This is an optimization exercise on Yosys and OpenROAD, whose aim is a short achievable clock period and few clock cycles, not a production implementation.
The RTL was checked by simulation tests, not by an equivalence proof against the original design.
Power figures rest on the tool's default switching activity, not on a simulated workload.

==> inputs of 07-10 <==
Design bfcpu_core, start of the top module:
module bfcpu_core
(
    input  logic CLK,
    input  logic RES_N,
    output logic        BUS_REQ,
    output logic        BUS_WRITE,
    output logic [15:0] BUS_ADDR,
    output logic [ 7:0] BUS_WDATA,
    input  logic [ 7:0] BUS_RDATA,
    input  logic        BUS_RDY,
    output logic        IO_REQ,
    output logic        IO_WRITE,
    output logic [ 1:0] IO_ADDR,
    output logic [ 7:0] IO_WDATA,
    input  logic [ 7:0] IO_RDATA,
    input  logic        IO_RDY
);
==> flow/config.mk <==
export PLATFORM = sky130hd
export DESIGN_NAME = bfcpu_core
export DESIGN_NICKNAME = bfcpu_core
export VERILOG_FILES = /design/flow/design.v
export SDC_FILE = /design/flow/constraint.sdc
export NUM_CORES = 4
export LEC_CHECK = 0
export ABC_CLOCK_PERIOD_IN_PS = 4000
export CAP_MARGIN = 20
export CORE_MARGIN = 2
export CORE_UTILIZATION = 40
export MIN_ROUTING_LAYER = met2
export SETUP_SLACK_MARGIN = 4
export SLEW_MARGIN = 20
export TNS_END_PERCENT = 5
==> flow/constraint.sdc <==
create_clock -name core_clock -period 10.0 [get_ports {CLK}]
set_input_delay 2.0000 -clock core_clock [delete_from_list [all_inputs] [get_ports {CLK}]]
set_output_delay 2.0000 -clock core_clock [all_outputs]
set_load 0.01 [all_outputs]
run.sh (not shown) runs the stock make flow with config.mk's settings and CLKGATE_MAP_FILE= SYNTH_SCRIPT=/design/flow/synth_recipe.tcl, a recipe that flattens the netlist after the stock synthesis.
==> 05-11 (differences from 07-10) <==
--- a/flow/design.v
+++ b/flow/design.v
@@ -106,14 +106,14 @@
 logic [127:0] dz;                
 logic [7:0]   dc_tag  [0:15];
 logic [15:0]  dc_lv;
 logic [127:0] dc_bv;
 logic [15:0]  dc_dirty;
-logic [63:0]  jt_v;
-logic [9:0]   jt_tag [0:63];
-logic [15:0]  jt_tgt [0:63];
-logic [31:0]  jt_pay [0:63];    
+logic [31:0]  jt_v;
+logic [10:0]  jt_tag [0:31];
+logic [15:0]  jt_tgt [0:31];
+logic [31:0]  jt_pay [0:31];    
 logic [12:0] fp;                 
 logic [4*QD-1:0] q;              
 logic [QD-1:0] qv;               
 logic [4:0]  qn;                 
 always_comb
@@ -271,15 +271,15 @@
     for (int k = 1; k <= 8; k++)
         d_fnx = d_fnx | ((qv[k-1] & ~qv[k]) ? pc_d + k[15:0] : 16'h0000);
 end
 logic        d_jh;
 logic [15:0] d_jt;
-assign d_jh = jt_v[pc_d[5:0]] & (jt_tag[pc_d[5:0]] == pc_d[15:6]);
-assign d_jt = jt_tgt[pc_d[5:0]];
+assign d_jh = jt_v[pc_d[4:0]] & (jt_tag[pc_d[4:0]] == pc_d[15:5]);
+assign d_jt = jt_tgt[pc_d[4:0]];
 logic [31:0] d_jpay;
 logic [3:0]  d_fqn;
-assign d_jpay = jt_pay[pc_d[5:0]];
+assign d_jpay = jt_pay[pc_d[4:0]];
 assign d_fqn  = (qv[8]) ? 4'd8 : qn[3:0] - 4'd1;
 logic [3:0]  pidx;
 logic        dhit;
 logic        dline;
 logic [7:0]  dval;
@@ -829,11 +829,11 @@
 logic [31:0] jw_pay;
 always_ff @(posedge CLK, negedge RES_N)
 begin
     if (~RES_N)
     begin
-        jt_v   <= 64'h0;
+        jt_v   <= 32'h0;
         jw_v   <= 1'b0;
         jw_pc  <= 16'h0000;
         jw_tgt <= 16'h0000;
         jw_pay <= 32'h0;
     end
@@ -842,20 +842,20 @@
         jw_v   <= jt_wr;
         jw_pc  <= sc_bpc;
         jw_tgt <= sc_t;
         jw_pay <= jf_pay;
         if (jw_v)
-            jt_v[jw_pc[5:0]] <= 1'b1;
+            jt_v[jw_pc[4:0]] <= 1'b1;
     end
 end
 always_ff @(posedge CLK)
 begin
     if (jw_v)
     begin
-        jt_tag[jw_pc[5:0]] <= jw_pc[15:6];
-        jt_tgt[jw_pc[5:0]] <= jw_tgt;
-        jt_pay[jw_pc[5:0]] <= jw_pay;
+        jt_tag[jw_pc[4:0]] <= jw_pc[15:5];
+        jt_tgt[jw_pc[4:0]] <= jw_tgt;
+        jt_pay[jw_pc[4:0]] <= jw_pay;
     end
 end
 always_ff @(posedge CLK, negedge RES_N)
 begin
     if (~RES_N)
Settings changed: CORE_UTILIZATION 40 to 30, MIN_ROUTING_LAYER met2 to default, PLACE_DENSITY from default to 0.4.
==> run summary <==
Against 07-10, the synthesized area of 05-11 is lower by 15%.
05-11 went through all stages and came out clean. 07-10 failed in global routing (GRT-0232).
Against 07-10, the synthesized cell count of 05-11 is lower by about 9%.
==> figures <==
| metric | 07-10 | 05-11 |
|---|---|---|
| Detail Placement HPWL | 1192000 um | 1179000 um |
| Vertical die dimension | 1099 um | 1173 um |
| Setup repair bufs after CTS | 206 | 195 |
| Adder-cell area share of the yosys netlist | 0.7457% | 0.8793% |
| Outcome | stopped before the end | no timing/DRC/antenna violations |
| Stage where the flow stopped | global routing | - |
| Proportion of synthesized chip area in sequential cells | 66.90% | 64.78% |
| Die width | 1099 um | 1173 um |
| Effective utilization at floorplan | 40.09% | 30.06% |
| Synth Register Bits | 10980 | 9126 |
| Syn_area_per_cell | 15.53 um^2 | 14.61 um^2 |
| Share of synthesized cell area in and, or, nand and nor gates | 6.117% | 6.911% |
| Synth Area in Compound Gates | 8.130% | 9.421% |
| Async S/R FF share, synth | 13.75% | 16.20% |
| Cells after Synth | 30900 | 28050 |
| Cell Count Post-Placement | 45790 | 45200 |
| Cell row count | 402 | 429 |
| Number of buffers created by CTS | 1256 | 1147 |
| Number of flops mapped to enable cells by yosys | 9344 | 7520 |
| Cells resized by post-CTS repair | 411 | 602 |
Testbench counts of 07-10, summed over its fixed seeds: cycles 95,149.
Testbench counts of 05-11, summed over its fixed seeds: cycles 96,460.

---

==> 05-27: inputs <==
Another version of the RTL of bfcpu_core (not shown whole).
clock: 10.0 ns
lec_check: 0
abc_clock_period_in_ps: 4000
cap_margin: 20
core_margin: 2
core_utilization: 30
place_density: 0.4
setup_slack_margin: 4
slew_margin: 20
tns_end_percent: 5
==> 03-03: changes against 05-27 <==
--- a/flow/design.v
+++ b/flow/design.v
@@ -13,15 +13,15 @@
     output logic [ 1:0] IO_ADDR,
     output logic [ 7:0] IO_WDATA,
     input  logic [ 7:0] IO_RDATA,
     input  logic        IO_RDY
 );
 localparam int W     = 8;    
 localparam int QD    = 16;   
-localparam int AHEAD = 16;   
+localparam int AHEAD = 24;   
 localparam logic [2:0] OP_GRP  = 3'd0;   
 localparam logic [2:0] OP_MV   = 3'd1;   
 localparam logic [2:0] OP_ADD  = 3'd2;   
 localparam logic [2:0] OP_OUT  = 3'd3;
 localparam logic [2:0] OP_IN   = 3'd4;
 localparam logic [2:0] OP_BEG  = 3'd5;
 localparam logic [2:0] OP_END  = 3'd6;
@@ -94,28 +94,28 @@
     for (int i = 0; i < 8; i++) if (i >= 4)            r[i] = r[i] + r[3];
     for (int i = 0; i < 8; i++)
         psum8[5*i +: 5] = r[i];
 endfunction
 function automatic logic [7:0] sx8(input logic [4:0] v);
     sx8 = {{3{v[4]}}, v};
 endfunction
-logic [63:0]  ic_data [0:31];
-logic [6:0]   ic_tag  [0:31];
-logic [31:0]  ic_lv;             
-logic [255:0] ic_bv;             
+logic [63:0]  ic_data [0:63];
+logic [5:0]   ic_tag  [0:63];
+logic [63:0]  ic_lv;             
+logic [511:0] ic_bv;             
 logic [7:0]   dmem    [0:127];
 logic [127:0] dz;                
 logic [7:0]   dc_tag  [0:15];
 logic [15:0]  dc_lv;
 logic [127:0] dc_bv;
 logic [15:0]  dc_dirty;
-logic [31:0]  jt_v;
-logic [10:0]  jt_tag [0:31];
-logic [15:0]  jt_tgt [0:31];
-logic [31:0]  jt_pay [0:31];    
+logic [63:0]  jt_v;
+logic [9:0]   jt_tag [0:63];
+logic [15:0]  jt_tgt [0:63];
+logic [31:0]  jt_pay [0:63];    
 logic [12:0] fp;                 
 logic [4*QD-1:0] q;              
 logic [QD-1:0] qv;               
 logic [4:0]  qn;                 
 always_comb
 begin
     qn = 5'd0;
@@ -193,21 +193,21 @@
 assign BUS_ADDR  = bus_addr_q;
 assign BUS_WDATA = bus_wdata_q;
 assign IO_REQ    = io_req_q;
 assign IO_WRITE  = io_wr_q;
 assign IO_ADDR   = io_addr_q;
 assign IO_WDATA  = io_wdata_q;
 logic [11:0] f_line;
-logic [4:0]  f_idx;
+logic [5:0]  f_idx;
 logic        f_lhit;
 logic        f_hit;
 logic [31:0] f_chunk;
 assign f_line  = fp[12:1];
-assign f_idx   = f_line[4:0];
-assign f_lhit  = ic_lv[f_idx] & (ic_tag[f_idx] == f_line[11:5]);
+assign f_idx   = f_line[5:0];
+assign f_lhit  = ic_lv[f_idx] & (ic_tag[f_idx] == f_line[11:6]);
 assign f_hit   = f_lhit & (&ic_bv[{f_idx, fp[0], 2'b00} +: 4]);
 assign f_chunk = (fp[0]) ? ic_data[f_idx][63:32] : ic_data[f_idx][31:0];
 logic [2:0]  d_op;
 logic [3:0]  d_ap, d_am, d_mp, d_mm;
 logic [7:0]  d_aamt;
 logic        d_hasa;
 logic        d_hasm;
@@ -269,19 +269,19 @@
         d_pcn = d_pcn | ((d_l1h[k]) ? pc_d + k[15:0] : 16'h0000);
     d_fnx = (qv[8]) ? pc_d + 16'd9 : 16'h0000;
     for (int k = 1; k <= 8; k++)
         d_fnx = d_fnx | ((qv[k-1] & ~qv[k]) ? pc_d + k[15:0] : 16'h0000);
 end
 logic        d_jh;
 logic [15:0] d_jt;
-assign d_jh = jt_v[pc_d[4:0]] & (jt_tag[pc_d[4:0]] == pc_d[15:5]);
-assign d_jt = jt_tgt[pc_d[4:0]];
+assign d_jh = jt_v[pc_d[5:0]] & (jt_tag[pc_d[5:0]] == pc_d[15:6]);
+assign d_jt = jt_tgt[pc_d[5:0]];
 logic [31:0] d_jpay;
 logic [3:0]  d_fqn;
-assign d_jpay = jt_pay[pc_d[4:0]];
+assign d_jpay = jt_pay[pc_d[5:0]];
 assign d_fqn  = (qv[8]) ? 4'd8 : qn[3:0] - 4'd1;
 logic [3:0]  pidx;
 logic        dhit;
 logic        dline;
 logic [7:0]  dval;
 logic [7:0]  cur;
 logic        cur_ok;
@@ -827,37 +827,37 @@
 logic [15:0] jw_pc;
 logic [15:0] jw_tgt;
 logic [31:0] jw_pay;
 always_ff @(posedge CLK, negedge RES_N)
 begin
     if (~RES_N)
     begin
-        jt_v   <= 32'h0;
+        jt_v   <= 64'h0;
         jw_v   <= 1'b0;
         jw_pc  <= 16'h0000;
         jw_tgt <= 16'h0000;
         jw_pay <= 32'h0;
     end
     else
     begin
         jw_v   <= jt_wr;
         jw_pc  <= sc_bpc;
         jw_tgt <= sc_t;
         jw_pay <= jf_pay;
         if (jw_v)
-            jt_v[jw_pc[4:0]] <= 1'b1;
+            jt_v[jw_pc[5:0]] <= 1'b1;
     end
 end
 always_ff @(posedge CLK)
 begin
     if (jw_v)
     begin
-        jt_tag[jw_pc[4:0]] <= jw_pc[15:5];
-        jt_tgt[jw_pc[4:0]] <= jw_tgt;
-        jt_pay[jw_pc[4:0]] <= jw_pay;
+        jt_tag[jw_pc[5:0]] <= jw_pc[15:6];
+        jt_tgt[jw_pc[5:0]] <= jw_tgt;
+        jt_pay[jw_pc[5:0]] <= jw_pay;
     end
 end
 always_ff @(posedge CLK, negedge RES_N)
 begin
     if (~RES_N)
     begin
         io_req_q   <= 1'b0;
@@ -914,15 +914,15 @@
 logic        cur_alloc;
 logic        pf_alloc;
 assign b_acc  = bus_req_q & BUS_RDY;
 assign b_resp = rp_v & BUS_RDY;
 assign cur_line  = f_line;
 assign pf_dist   = pf_line - cur_line;
 assign cur_alloc = f_lhit;
-assign pf_alloc  = ic_lv[pf_line[4:0]] & (ic_tag[pf_line[4:0]] == pf_line[11:5]);
+assign pf_alloc  = ic_lv[pf_line[5:0]] & (ic_tag[pf_line[5:0]] == pf_line[11:6]);
 always_comb
 begin
     bw_start      = 1'b0;
     bw_kind = BK_I;
     bw_idx  = {2'b00, pidx};
     bw_addr = 16'h0000;
     bw_ic     = 1'b0;
@@ -944,15 +944,15 @@
                 bw_dc     = 1'b1;
             end
         end
         else if (pf_en & ~pf_alloc & (pf_dist < AHEAD) & (cur_alloc | (pf_dist == 12'd0)))
         begin
             bw_start      = 1'b1;
             bw_kind = BK_I;
-            bw_idx  = {1'b0, pf_line[4:0]};
+            bw_idx  = pf_line[5:0];
             bw_addr = {1'b0, pf_line, 3'b000};
             bw_ic     = 1'b1;
         end
     end
 end
 always_ff @(posedge CLK, negedge RES_N)
 begin
@@ -989,15 +989,15 @@
     begin
         if (io_req_q & IO_RDY & io_wr_q & (io_addr_q == 2'b11))
             pf_en <= 1'b1;
         else if (es == ES_BCLR)
             pf_en <= 1'b0;
         if (bw_start & bw_ic)
             pf_line <= pf_line + 12'd1;
-        else if (~cur_alloc | (pf_dist[11:5] != 7'd0))
+        else if (~cur_alloc | (pf_dist[11:6] != 6'd0))
             pf_line <= cur_line;
         else if ((pf_dist < AHEAD) & pf_alloc)
             pf_line <= pf_line + 12'd1;
         bq_v    <= bw_start;
         bq_kind <= bw_kind;
         bq_idx  <= bw_idx;
         bq_addr <= bw_addr;
@@ -1047,30 +1047,30 @@
         end
     end
 end
 always_ff @(posedge CLK, negedge RES_N)
 begin
     if (~RES_N)
     begin
-        ic_lv    <= 32'h0;
-        ic_bv    <= 256'h0;
+        ic_lv    <= 64'h0;
+        ic_bv    <= 512'h0;
         dc_lv    <= 16'h0;
         dc_bv    <= 128'h0;
         dc_dirty <= 16'h0;
     end
     else
     begin
         if (rv_q & ~rv_d)
-            ic_bv[{rv_idx[4:0], rv_off}] <= 1'b1;
+            ic_bv[{rv_idx, rv_off}] <= 1'b1;
         if (rv_q & rv_d)
             dc_bv[{rv_idx[3:0], rv_off}] <= 1'b1;
         if (ic_alloc)
         begin
-            ic_lv[b_start_idx[4:0]]        <= 1'b1;
-            ic_bv[b_start_idx[4:0]*8 +: 8] <= 8'h00;
+            ic_lv[b_start_idx]        <= 1'b1;
+            ic_bv[b_start_idx*8 +: 8] <= 8'h00;
         end
         if (dc_alloc)
         begin
             dc_lv[b_start_idx[3:0]]        <= 1'b1;
             dc_bv[b_start_idx[3:0]*8 +: 8] <= 8'h00;
             dc_dirty[b_start_idx[3:0]]     <= 1'b0;
         end
@@ -1079,19 +1079,19 @@
         if (acc_wb | am_wr | clr_wr)
             dc_dirty[pidx] <= 1'b1;
     end
 end
 always_ff @(posedge CLK)
 begin
     if (ic_alloc)
-        ic_tag[b_start_idx[4:0]] <= b_start_addr[14:8];
+        ic_tag[b_start_idx] <= b_start_addr[14:9];
     if (dc_alloc)
         dc_tag[b_start_idx[3:0]] <= b_start_addr[14:7];
     if (rv_q & ~rv_d)
-        ic_data[rv_idx[4:0]][rv_off*8 +: 8] <= rv_data;
+        ic_data[rv_idx][rv_off*8 +: 8] <= rv_data;
 end
 always_ff @(posedge CLK)
 begin
     if (rv_q & rv_d)
     begin
         dmem[{rv_idx[3:0], rv_off}] <= rv_data;
         dz[{rv_idx[3:0], rv_off}]   <= (rv_data == 8'h00);
==> qor summary <==
metric	05-27	03-03
Post-synth top area share	51.3%	58.5%
Die extent in y	1.02 mm	1.27 mm
Xor-xnor portion of the synthesized cell area	0.677%	0.467%
Clock period minus final worst setup slack	6.26 ns	6.35 ns
Period utilization	62.6%	63.5%
Worst voltage drop across the vdd grid	0.164 mV	0.364 mV
Depth of the most critical reg-to-reg path	15	18
Count of flip-flops with a built-in enable after synthesis	5312	9344
Run status	no timing/DRC/antenna violations	no timing/DRC/antenna violations
H-tree depth	6	7
Non-Filler Instances	37382	53893
Final Core Density	34.8%	34.9%
Post-synthesis cell type count	122	135
Antenna diodes	107	201
Sink of the worst hold path	jw_pc[0]	jw_pc[8]
Switching pwr	13100 uW	28900 uW
Non-Clock Buffer Count	1150	1490
Reg-to-Reg Start	ptr[2]	ptr[0]
Initial Utilization	30.1%	30.1%
Final instance area	0.359 mm^2	0.557 mm^2
Setup skew after layout	0.169 ns	0.133 ns
Maximum cell stage delay along the critical path	0.64 ns	1.00 ns
Max-slew headroom	11.4%	9.68%
Ratio of total power to cell area	164 mW/mm^2	201 mW/mm^2
Clock power frac	48.0%	42.4%
Testbench counts of 05-27, summed over its fixed seeds: cycles 98,331.
Testbench counts of 03-03, summed over its fixed seeds: cycles 95,149.

## re-timing with driven ports
Ports are ideal in the flow. The routed layouts listed here were re-timed in OpenROAD.
Step 1 sets driving cells, clkbuf_16 on the clock port and buf_2 on the other inputs (assumed; they add their load-dependent delay and slew).
Step 2, shift: input delay + t, output delay - t, t = (earliest + latest rising clock arrival at the registers) / 2. This alone moves slack from input paths to output paths.
Three values: ideal, step 1, step 2; two values: the first two.
run | shift t [ns] | setup slack, ns | hold WS [ns] | worst setup path after step 2 | worst register clock-pin slew, ns
05-11 | 1.442 | 3.417 / 3.417 / 3.417 | 0.370 / 0.370 / 0.370 | register to register | 0.07 / 0.07
05-27 | 1.286 | 3.739 / 3.739 / 3.739 | 0.377 / 0.377 / 0.377 | register to register | 0.08 / 0.08
03-03 | 1.470 | 3.651 / 3.651 / 3.651 | 0.373 / 0.373 / 0.373 | register to register | 0.07 / 0.07
After both steps every run listed still meets setup and hold.
